From an optimization exercise on the open Yosys and OpenROAD flow, aimed at small area, a short achievable clock period and few clock cycles; shortcuts taken in it are not production practice.
RTL that was checked went through simulation tests only; none was proved equivalent to the original.
Power and IR drop assume default switching activity.

==> flow/design.v (excerpt) <==
module nb_tx_top #(parameter TBS = 16 , parameter G = 132, parameter Qm = 2, parameter rv_indx = 0)
    (
        output logic                  e_k,
        output logic                  RM_Valid,
        input logic                   i_data_crc,
        input logic                   i_clk_crc,
                                      i_rst_crc
    );
clock: 7.0 ns
lec_check: 0
abc_area: 1
cap_margin: 20
core_margin: 2
core_utilization: 30
cts_buf_list: sky130_fd_sc_hd__clkbuf_16
place_density: 0.5
setup_slack_margin: 4.9
slew_margin: 20
standard.sh (not shown) runs the stock make flow with config.mk's settings and CLKGATE_MAP_FILE= SYNTH_SCRIPT=/design/flow/synth_recipe.tcl, a recipe that flattens the netlist after the stock synthesis.
==> flow/flow/run.sh <==
#!/bin/bash
set -euo pipefail
rm -rf myscripts
cp -r "$FLOW_HOME/scripts" myscripts
cp flow/abc_area.script myscripts/abc_area.script
bash standard.sh SCRIPTS_DIR="$PWD/myscripts" finish > make_finish.log 2>&1
==> flow/flow/abc_area.script <==
strash
&get -n
&fraig -x
&dc2
&put
dch -f
map -a
strash
dch -f
map -a
strash
dch -f
map -a
topo
Rerun with:
--- a/flow/design.v
+++ b/flow/design.v
@@ -4,20 +4,20 @@
         output logic                  RM_Valid,
         input logic                   i_data_crc,
         input logic                   i_clk_crc,
                                       i_rst_crc
     );
     logic [3:0]  ra, ra_q;
     logic [3:0]  rb, rb_q;
     logic [8:0]  hi, hi_q;
     logic [15:0] d;
-    logic [15:0] m, mq;
-    logic        din, load, e_en, enq, v_nxt, din_on;
+    logic [16:0] m, mq;
+    logic        din, load, e_en, enq, v_nxt;
     assign din = i_data_crc;
     assign ra = {ra_q[3:1], ~ra_q[0]};
     assign rb = {rb_q[3:1], ~rb_q[0]};
     assign hi = {hi_q[8:1], ~hi_q[0]};
     always_ff @(posedge i_clk_crc, negedge i_rst_crc)
         if (!i_rst_crc) begin
             ra_q <= 4'd0;
             rb_q <= 4'd0;
             hi_q <= 9'd0;
@@ -30,22 +30,21 @@
         d <= {d[14:0], load ? din : d[15]};
     always_ff @(posedge i_clk_crc)
         mq <= m;
     always_ff @(posedge i_clk_crc, negedge i_rst_crc)
         if (!i_rst_crc) RM_Valid <= 1'b0;
         else RM_Valid <= v_nxt;
     always_ff @(posedge i_clk_crc, negedge i_rst_crc)
         if (!i_rst_crc) enq <= 1'b0;
         else enq <= e_en;
-    assign din_on = hi[0] & ra[3] & rb[3];
     always_ff @(posedge i_clk_crc, negedge i_rst_crc)
         if (!i_rst_crc) e_k <= 1'b0;
-        else if (enq) e_k <= ^(d & mq[15:0]) ^ (din & din_on);
+        else if (enq) e_k <= ^({din, d} & mq);
     assign load = hi[0];
     assign v_nxt = (hi[0] & ((ra[1] & rb[2]) | (ra[2] & rb[2]) | (ra[3] & rb[2]) | (ra[0] & rb[3]) | (ra[1] & rb[3]) | (ra[2] & rb[3]) | (ra[3] & rb[3])))
         | hi[1]
         | hi[2]
         | hi[3]
         | hi[4]
         | hi[5]
         | hi[6]
         | hi[7]
@@ -190,10 +189,11 @@
         | (hi[8] & ((ra[0] & rb[0]) | (ra[1] & rb[0]) | (ra[0] & rb[1]) | (ra[2] & rb[1]) | (ra[1] & rb[2]) | (ra[1] & rb[3])));
     assign m[15] = (hi[1] & ((ra[1] & rb[0]) | (ra[2] & rb[1]) | (ra[1] & rb[2]) | (ra[2] & rb[3])))
         | (hi[2] & ((ra[2] & rb[0]) | (ra[2] & rb[1]) | (ra[2] & rb[3])))
         | (hi[3] & ((ra[1] & rb[0]) | (ra[2] & rb[1]) | (ra[1] & rb[2]) | (ra[1] & rb[3]) | (ra[2] & rb[3]) | (ra[3] & rb[3])))
         | (hi[4] & ((ra[2] & rb[0]) | (ra[3] & rb[0]) | (ra[2] & rb[1]) | (ra[0] & rb[3]) | (ra[1] & rb[3])))
         | (hi[5] & ((ra[0] & rb[0]) | (ra[0] & rb[1]) | (ra[2] & rb[1]) | (ra[2] & rb[3]) | (ra[3] & rb[3])))
         | (hi[6] & ((ra[1] & rb[0]) | (ra[0] & rb[1]) | (ra[1] & rb[1]) | (ra[3] & rb[1]) | (ra[1] & rb[2])))
         | (hi[7] & ((ra[0] & rb[0]) | (ra[3] & rb[1]) | (ra[1] & rb[3]) | (ra[3] & rb[3])))
         | (hi[8] & ((ra[1] & rb[0]) | (ra[2] & rb[1]) | (ra[1] & rb[2]) | (ra[0] & rb[3])));
+    assign m[16] = (hi[0] & ((ra[2] & rb[3])));
 endmodule
The changed run completed without violations. Global-route usage decreases by 0.50 points. Routed wire length is lower by about 4.4%. Via count shrinks by 1.5%. Cell area goes down by about 9%. Power grows by 8.8%. Synthesized cell count is lower by about 0.5%. Die area is higher by about 0.37%. Register-to-register slack gets worse by 0.04 ns. Setup slack got worse by 0.025 ns. Count of clock-buffer cells in the layout does not change. Flip-flop and latch count rose by 1. Cell count falls by about 5%. Sequential share of layout area came out higher by 3.3 points.
Testbench counts after the change, summed over its fixed seeds: cycles 13,920.
The RTL of the first run of this note was laid out without a check of its function.

---

Setup of run 1:
nb_tx_top, a different RTL version from the one above (not shown whole).
Size in the first run: roughly 420 cells after synthesis, roughly 53 flip-flops, roughly 5 I/O pins, ~3000 µm² of cells after synthesis.
export LEC_CHECK = 0
export ABC_AREA = 1
export CAP_MARGIN = 20
export CORE_MARGIN = 2
export CORE_UTILIZATION = 30
export CTS_BUF_LIST = sky130_fd_sc_hd__clkbuf_16
export PLACE_DENSITY = 0.5
export SETUP_SLACK_MARGIN = 4.5
export SLEW_MARGIN = 20
create_clock -name core_clock -period 7.0 [get_ports {i_clk_crc}]
Scripts as last shown in full above: flow/flow/run.sh, flow/flow/abc_area.script
Per the final summary, run 1 finished and its layout is clean on timing, DRC and antenna.
Modified inputs, run 2 compared to run 1
--- a/flow/design.v
+++ b/flow/design.v
@@ -1,35 +1,38 @@
 module nb_tx_top #(parameter TBS = 16 , parameter G = 132, parameter Qm = 2, parameter rv_indx = 0)
     (
         output logic                  e_k,
         output logic                  RM_Valid,
         input logic                   i_data_crc,
         input logic                   i_clk_crc,
                                       i_rst_crc
     );
-    logic [3:0]  ra, rb;
-    logic [8:0]  hi;
+    logic [3:0]  ra, rb, ra_q, rb_q;
+    logic [8:0]  hi, hi_q;
+    assign ra = {ra_q[3:1], ~ra_q[0]};
+    assign rb = {rb_q[3:1], ~rb_q[0]};
+    assign hi = {hi_q[8:1], ~hi_q[0]};
     logic [15:0] d;
     logic [16:0] m, mq;
     logic        din, load, e_en, enq, v_nxt;
     assign din = i_data_crc;
     always_ff @(posedge i_clk_crc, negedge i_rst_crc)
         if (!i_rst_crc) begin
-            ra <= 4'd1;
-            rb <= 4'd1;
-            hi <= 9'd1;
+            ra_q <= 4'd0;
+            rb_q <= 4'd0;
+            hi_q <= 9'd0;
         end else begin
-            ra <= {ra[2:0], ra[3]};
-            if (ra[3]) rb <= {rb[2:0], rb[3]};
-            if (ra[3] & rb[3]) hi <= {hi[7:0], 1'b0};
+            ra_q <= {ra[2:0], ~ra[3]};
+            if (ra[3]) rb_q <= {rb[2:0], ~rb[3]};
+            if (ra[3] & rb[3]) hi_q <= {hi[7:0], 1'b1};
         end
     always_ff @(posedge i_clk_crc)
         d <= {d[14:0], load ? din : d[15]};
     always_ff @(posedge i_clk_crc, negedge i_rst_crc)
         if (!i_rst_crc) RM_Valid <= 1'b0;
         else RM_Valid <= v_nxt;
     always_ff @(posedge i_clk_crc)
         mq <= m;
     always_ff @(posedge i_clk_crc, negedge i_rst_crc)
         if (!i_rst_crc) enq <= 1'b0;
         else enq <= e_en;
     always_ff @(posedge i_clk_crc, negedge i_rst_crc)
--- outcome ---
Looking at the reports, run 2 completed the entire flow and the layout it produced met the timing, design-rule and antenna checks. Run 2 and run 1 ended up with roughly the same hold slack. Changes observed in run 2 relative to run 1: post-route fraction of the period consumed by the critical path shows a reduction of 0.87 points; logic depth of the worst path, buffers included rose by 2. From run 1 to run 2 the numbers moved as follows: total length of routed wires -4.2%, synthesized cell count +8, via-per-instance ratio -0.65%, non-clock inverter total of the final layout +3.7%, sum of net half-perimeters after detailed placement -4.8%.
Function was not checked in any run of this note: the RTL went through the layout flow alone.

---

## the baseline
RTL: one of the versions met above, not the one the previous note started from.
Size: about 5 I/O pins, ~0.0029 mm2 of cells after synthesis.
clock: 7.0 ns
lec_check: 0
abc_area: 1
cap_margin: 20
core_margin: 2
core_utilization: 30
cts_buf_list: sky130_fd_sc_hd__clkbuf_16
place_density: 0.5
setup_slack_margin: 4.9
slew_margin: 20
==> flow/flow/abc_area.script <==
strash
&get -n
&deepsyn -J 200
&put
dch -f
map -a
strash
dch -f
map -a
topo
Scripts as last shown in full above: flow/flow/run.sh
The baseline went all the way through the flow, and no timing, DRC or antenna check failed.
Testbench counts of the baseline, summed over its fixed seeds: cycles 13,920.
What the candidate does differently from the baseline at the input level:
--- a/flow/design.v
+++ b/flow/design.v
@@ -22,42 +22,39 @@
             rb_q <= 4'd0;
             hi_q <= 9'd0;
         end else begin
             ra_q <= {ra[2:0], ~ra[3]};
             if (ra[3]) rb_q <= {rb[2:0], ~rb[3]};
             if (ra[3] & rb[3]) hi_q <= {hi[7:0], 1'b1};
         end
     always_ff @(posedge i_clk_crc)
         d <= {d[14:0], load ? din : d[15]};
     always_ff @(posedge i_clk_crc)
         mq <= m;
-    always_ff @(posedge i_clk_crc, negedge i_rst_crc)
-        if (!i_rst_crc) RM_Valid <= 1'b0;
-        else RM_Valid <= v_nxt;
-    always_ff @(posedge i_clk_crc, negedge i_rst_crc)
-        if (!i_rst_crc) enq <= 1'b0;
-        else enq <= e_en;
-    always_ff @(posedge i_clk_crc, negedge i_rst_crc)
-        if (!i_rst_crc) e_k <= 1'b0;
-        else if (enq) e_k <= ^({din, d} & mq);
+    always_ff @(posedge i_clk_crc)
+        RM_Valid <= v_nxt;
+    always_ff @(posedge i_clk_crc)
+        enq <= e_en;
+    always_ff @(posedge i_clk_crc)
+        if (enq) e_k <= ^({din, d} & mq);
     assign load = hi[0];
     assign v_nxt = (hi[0] & ((ra[1] & rb[2]) | (ra[2] & rb[2]) | (ra[3] & rb[2]) | (ra[0] & rb[3]) | (ra[1] & rb[3]) | (ra[2] & rb[3]) | (ra[3] & rb[3])))
         | hi[1]
         | hi[2]
         | hi[3]
         | hi[4]
         | hi[5]
         | hi[6]
         | hi[7]
         | (hi[8] & ((ra[0] & rb[0]) | (ra[1] & rb[0]) | (ra[2] & rb[0]) | (ra[3] & rb[0]) | (ra[0] & rb[1]) | (ra[1] & rb[1]) | (ra[2] & rb[1]) | (ra[3] & rb[1]) | (ra[0] & rb[2]) | (ra[1] & rb[2]) | (ra[2] & rb[2]) | (ra[3] & rb[2]) | (ra[0] & rb[3])));
-    assign e_en = (hi[0] & ((ra[3] & rb[2]) | (ra[1] & rb[3]) | (ra[2] & rb[3]) | (ra[3] & rb[3])))
+    assign e_en = (hi[0] & ((ra[2] & rb[2]) | (ra[3] & rb[2]) | (ra[1] & rb[3]) | (ra[2] & rb[3]) | (ra[3] & rb[3])))
         | (hi[1] & ((ra[1] & rb[0]) | (ra[2] & rb[0]) | (ra[3] & rb[0]) | (ra[1] & rb[1]) | (ra[2] & rb[1]) | (ra[3] & rb[1]) | (ra[1] & rb[2]) | (ra[3] & rb[2]) | (ra[1] & rb[3]) | (ra[2] & rb[3]) | (ra[3] & rb[3])))
         | (hi[2] & ((ra[1] & rb[0]) | (ra[2] & rb[0]) | (ra[3] & rb[0]) | (ra[1] & rb[1]) | (ra[2] & rb[1]) | (ra[3] & rb[1]) | (ra[1] & rb[2]) | (ra[3] & rb[2]) | (ra[1] & rb[3]) | (ra[2] & rb[3]) | (ra[3] & rb[3])))
         | (hi[3] & ((ra[1] & rb[0]) | (ra[2] & rb[0]) | (ra[3] & rb[0]) | (ra[1] & rb[1]) | (ra[2] & rb[1]) | (ra[3] & rb[1]) | (ra[1] & rb[2]) | (ra[3] & rb[2]) | (ra[1] & rb[3]) | (ra[2] & rb[3]) | (ra[3] & rb[3])))
         | (hi[4] & ((ra[1] & rb[0]) | (ra[2] & rb[0]) | (ra[3] & rb[0]) | (ra[1] & rb[1]) | (ra[2] & rb[1]) | (ra[3] & rb[1]) | (ra[0] & rb[3]) | (ra[1] & rb[3])))
         | (hi[5] & ((ra[0] & rb[0]) | (ra[1] & rb[0]) | (ra[0] & rb[1]) | (ra[1] & rb[1]) | (ra[2] & rb[1]) | (ra[3] & rb[1]) | (ra[0] & rb[2]) | (ra[1] & rb[2]) | (ra[0] & rb[3]) | (ra[1] & rb[3]) | (ra[2] & rb[3]) | (ra[3] & rb[3])))
         | (hi[6] & ((ra[0] & rb[0]) | (ra[1] & rb[0]) | (ra[0] & rb[1]) | (ra[1] & rb[1]) | (ra[2] & rb[1]) | (ra[3] & rb[1]) | (ra[0] & rb[2]) | (ra[1] & rb[2]) | (ra[0] & rb[3]) | (ra[1] & rb[3])))
         | (hi[7] & ((ra[0] & rb[0]) | (ra[1] & rb[0]) | (ra[0] & rb[1]) | (ra[1] & rb[1]) | (ra[2] & rb[1]) | (ra[3] & rb[1]) | (ra[0] & rb[2]) | (ra[1] & rb[2]) | (ra[0] & rb[3]) | (ra[1] & rb[3]) | (ra[2] & rb[3]) | (ra[3] & rb[3])))
         | (hi[8] & ((ra[0] & rb[0]) | (ra[1] & rb[0]) | (ra[0] & rb[1]) | (ra[1] & rb[1]) | (ra[2] & rb[1]) | (ra[3] & rb[1]) | (ra[0] & rb[2]) | (ra[1] & rb[2]) | (ra[0] & rb[3]) | (ra[1] & rb[3])));
     assign m[0] = (hi[0] & ((ra[3] & rb[2]) | (ra[1] & rb[3])))
         | (hi[1] & ((ra[1] & rb[0]) | (ra[3] & rb[1])))
         | (hi[2] & ((ra[2] & rb[1]) | (ra[3] & rb[1]) | (ra[1] & rb[2])))
Results
- The baseline -> the candidate: hold-critical path depth delta 0, exact match
- Going from the baseline to the candidate, met2 track utilization from global routing grew by 8.9 points; aggregate routed wire length increased by about 8% relative to the old numbers.
- Comparing the baseline and the candidate, the lower area used by multi-input combinational logic is on the baseline.
- The candidate: floorplan row count higher than the baseline
- Of the baseline and the candidate, the lower combinational group share of total power belongs to the candidate.
For the candidate, only the layout was checked, not whether the RTL still works.

---

## 05-22
Starting RTL as in the previous note.
==> flow/config.mk <==
export PLATFORM = sky130hd
export DESIGN_NAME = nb_tx_top
export DESIGN_NICKNAME = nb_tx_top
export VERILOG_FILES = /design/flow/design.v
export SDC_FILE = /design/flow/constraint.sdc
export NUM_CORES = 4
export LEC_CHECK = 0
export ABC_AREA = 1
export CAP_MARGIN = 20
export CORE_MARGIN = 2
export CORE_UTILIZATION = 30
export CTS_BUF_LIST = sky130_fd_sc_hd__clkbuf_16
export PLACE_DENSITY = 0.5
export SETUP_SLACK_MARGIN = 5
export SLEW_MARGIN = 20
==> flow/constraint.sdc <==
create_clock -name core_clock -period 7.0 [get_ports {i_clk_crc}]
set_input_delay 1.4000 -clock core_clock [delete_from_list [all_inputs] [get_ports {i_clk_crc}]]
set_output_delay 1.4000 -clock core_clock [all_outputs]
set_load 0.01 [all_outputs]
Scripts as last shown in full above: flow/flow/run.sh, flow/flow/abc_area.script
Testbench counts of 05-22, summed over its fixed seeds: cycles 13,920.
Here is what was changed in the inputs of 01-08 compared with 05-22.
--- a/flow/design.v
+++ b/flow/design.v
@@ -24,38 +24,35 @@
         end else begin
             ra_q <= {ra[2:0], ~ra[3]};
             if (ra[3]) rb_q <= {rb[2:0], ~rb[3]};
             if (ra[3] & rb[3]) hi_q <= {hi[7:0], 1'b1};
         end
     always_ff @(posedge i_clk_crc)
         d <= {d[14:0], load ? din : d[15]};
     always_ff @(posedge i_clk_crc)
         mq <= m;
-    always_ff @(posedge i_clk_crc, negedge i_rst_crc)
-        if (!i_rst_crc) RM_Valid <= 1'b0;
-        else RM_Valid <= v_nxt;
-    always_ff @(posedge i_clk_crc, negedge i_rst_crc)
-        if (!i_rst_crc) enq <= 1'b0;
-        else enq <= e_en;
-    always_ff @(posedge i_clk_crc, negedge i_rst_crc)
-        if (!i_rst_crc) e_k <= 1'b0;
-        else if (enq) e_k <= ^({din, d} & mq);
+    always_ff @(posedge i_clk_crc)
+        RM_Valid <= v_nxt;
+    always_ff @(posedge i_clk_crc)
+        enq <= e_en;
+    always_ff @(posedge i_clk_crc)
+        if (enq) e_k <= ^({din, d} & mq);
     assign load = hi[0];
     assign v_nxt = (hi[0] & ((ra[1] & rb[2]) | (ra[2] & rb[2]) | (ra[3] & rb[2]) | (ra[0] & rb[3]) | (ra[1] & rb[3]) | (ra[2] & rb[3]) | (ra[3] & rb[3])))
         | hi[1]
         | hi[2]
         | hi[3]
         | hi[4]
         | hi[5]
         | hi[6]
         | hi[7]
         | (hi[8] & ((ra[0] & rb[0]) | (ra[1] & rb[0]) | (ra[2] & rb[0]) | (ra[3] & rb[0]) | (ra[0] & rb[1]) | (ra[1] & rb[1]) | (ra[2] & rb[1]) | (ra[3] & rb[1]) | (ra[0] & rb[2]) | (ra[1] & rb[2]) | (ra[2] & rb[2]) | (ra[3] & rb[2]) | (ra[0] & rb[3])));
-    assign e_en = (hi[0] & ((ra[3] & rb[2]) | (ra[1] & rb[3]) | (ra[2] & rb[3]) | (ra[3] & rb[3])))
+    assign e_en = (hi[0] & ((ra[2] & rb[2]) | (ra[3] & rb[2]) | (ra[1] & rb[3]) | (ra[2] & rb[3]) | (ra[3] & rb[3])))
         | (hi[1] & ((ra[1] & rb[0]) | (ra[2] & rb[0]) | (ra[3] & rb[0]) | (ra[1] & rb[1]) | (ra[2] & rb[1]) | (ra[3] & rb[1]) | (ra[1] & rb[2]) | (ra[3] & rb[2]) | (ra[1] & rb[3]) | (ra[2] & rb[3]) | (ra[3] & rb[3])))
         | (hi[2] & ((ra[1] & rb[0]) | (ra[2] & rb[0]) | (ra[3] & rb[0]) | (ra[1] & rb[1]) | (ra[2] & rb[1]) | (ra[3] & rb[1]) | (ra[1] & rb[2]) | (ra[3] & rb[2]) | (ra[1] & rb[3]) | (ra[2] & rb[3]) | (ra[3] & rb[3])))
         | (hi[3] & ((ra[1] & rb[0]) | (ra[2] & rb[0]) | (ra[3] & rb[0]) | (ra[1] & rb[1]) | (ra[2] & rb[1]) | (ra[3] & rb[1]) | (ra[1] & rb[2]) | (ra[3] & rb[2]) | (ra[1] & rb[3]) | (ra[2] & rb[3]) | (ra[3] & rb[3])))
         | (hi[4] & ((ra[1] & rb[0]) | (ra[2] & rb[0]) | (ra[3] & rb[0]) | (ra[1] & rb[1]) | (ra[2] & rb[1]) | (ra[3] & rb[1]) | (ra[0] & rb[3]) | (ra[1] & rb[3])))
         | (hi[5] & ((ra[0] & rb[0]) | (ra[1] & rb[0]) | (ra[0] & rb[1]) | (ra[1] & rb[1]) | (ra[2] & rb[1]) | (ra[3] & rb[1]) | (ra[0] & rb[2]) | (ra[1] & rb[2]) | (ra[0] & rb[3]) | (ra[1] & rb[3]) | (ra[2] & rb[3]) | (ra[3] & rb[3])))
         | (hi[6] & ((ra[0] & rb[0]) | (ra[1] & rb[0]) | (ra[0] & rb[1]) | (ra[1] & rb[1]) | (ra[2] & rb[1]) | (ra[3] & rb[1]) | (ra[0] & rb[2]) | (ra[1] & rb[2]) | (ra[0] & rb[3]) | (ra[1] & rb[3])))
         | (hi[7] & ((ra[0] & rb[0]) | (ra[1] & rb[0]) | (ra[0] & rb[1]) | (ra[1] & rb[1]) | (ra[2] & rb[1]) | (ra[3] & rb[1]) | (ra[0] & rb[2]) | (ra[1] & rb[2]) | (ra[0] & rb[3]) | (ra[1] & rb[3]) | (ra[2] & rb[3]) | (ra[3] & rb[3])))
         | (hi[8] & ((ra[0] & rb[0]) | (ra[1] & rb[0]) | (ra[0] & rb[1]) | (ra[1] & rb[1]) | (ra[2] & rb[1]) | (ra[3] & rb[1]) | (ra[0] & rb[2]) | (ra[1] & rb[2]) | (ra[0] & rb[3]) | (ra[1] & rb[3])));
     assign m[0] = (hi[0] & ((ra[3] & rb[2]) | (ra[1] & rb[3])))
[summary]
Comparing 01-08 against 05-22, there is no change at all in initial antenna violation count.
Diff 05-22 -> 01-08 | switching portion of total power | decrease of 0.55 points
sky130_fd_sc_hd__dfrtp_1 as the cell at the slowest stage of the critical path was reported by 05-22, and sky130_fd_sc_hd__edfxtp_1 by 01-08.
05-22 → 01-08: total power climbed 4.1%; proportion of register bits with asynchronous set or reset after synthesis fell by 5.7 points.
Compared with 05-22, 01-08 shows maximum clock rate higher by 1.1%.
01-08 vs 05-22 on total vias in the final route: 01-08 is the higher one.
[01-08 vs 05-22] relative contribution of the clock network to total power: higher in 01-08
The lower count of clock-buffer cells in the layout of 05-22 and 01-08 is in 05-22.
Summary of 01-08 over 05-22: number of combinational gates with multiple inputs rose 9, sequential cell area share rose 0.16 points, met1 usage in global routing fell 3.2 points, detailed-placement wirelength estimate fell 260 um.
Status: wire length of the first global-routing pass parity (01-08, 05-22)
Area taken by flip-flops and latches, 05-22 and 01-08: smaller value in 01-08
No functional check of the RTL was part of 01-08.

-- separate check: timing with driven ports --
The flow's constraints put no driver on any port. The routed layouts listed below were extracted and timed again, unchanged, in two steps.
Step 1, drivers: a clkbuf_16 drives i_clk_crc and a buf_2 each remaining input, both assumed.
Step 2 moves the port delays by t, midway between the first and last clock arrival at a register: inputs arrive t later, outputs are due t later. That takes back most of the time a late clock gives input paths.
a / b / c = ideal / step 1 / step 2; a / b = the first two.
run	t, ns	slack for setup (ns)	worst register clock-pin slew, ns	cell pins on the clock port's net
the first run of note 1	0.329	4.803 / 4.766 / 4.598	0.08 / 0.08	1
the second run of note 1	0.336	4.778 / 4.754 / 4.435	0.07 / 0.07	1
run 1	0.330	4.465 / 4.465 / 4.408	0.07 / 0.07	1
run 2	0.332	4.525 / 4.525 / 4.489	0.08 / 0.08	1
the baseline	0.336	4.802 / 4.761 / 4.620	0.08 / 0.08	1
the candidate	0.336	4.775 / 4.756 / 4.651	0.08 / 0.08	1
05-22	0.336	4.795 / 4.754 / 4.619	0.08 / 0.08	1
01-08	0.329	4.818 / 4.786 / 4.760	0.08 / 0.08	1
After both steps every run listed still meets setup and hold. The setup slack of the second run of note 1, which loses most, moves by -0.024 ns with the drivers and by -0.343 ns with both steps. Setup slack includes reset recovery checks.
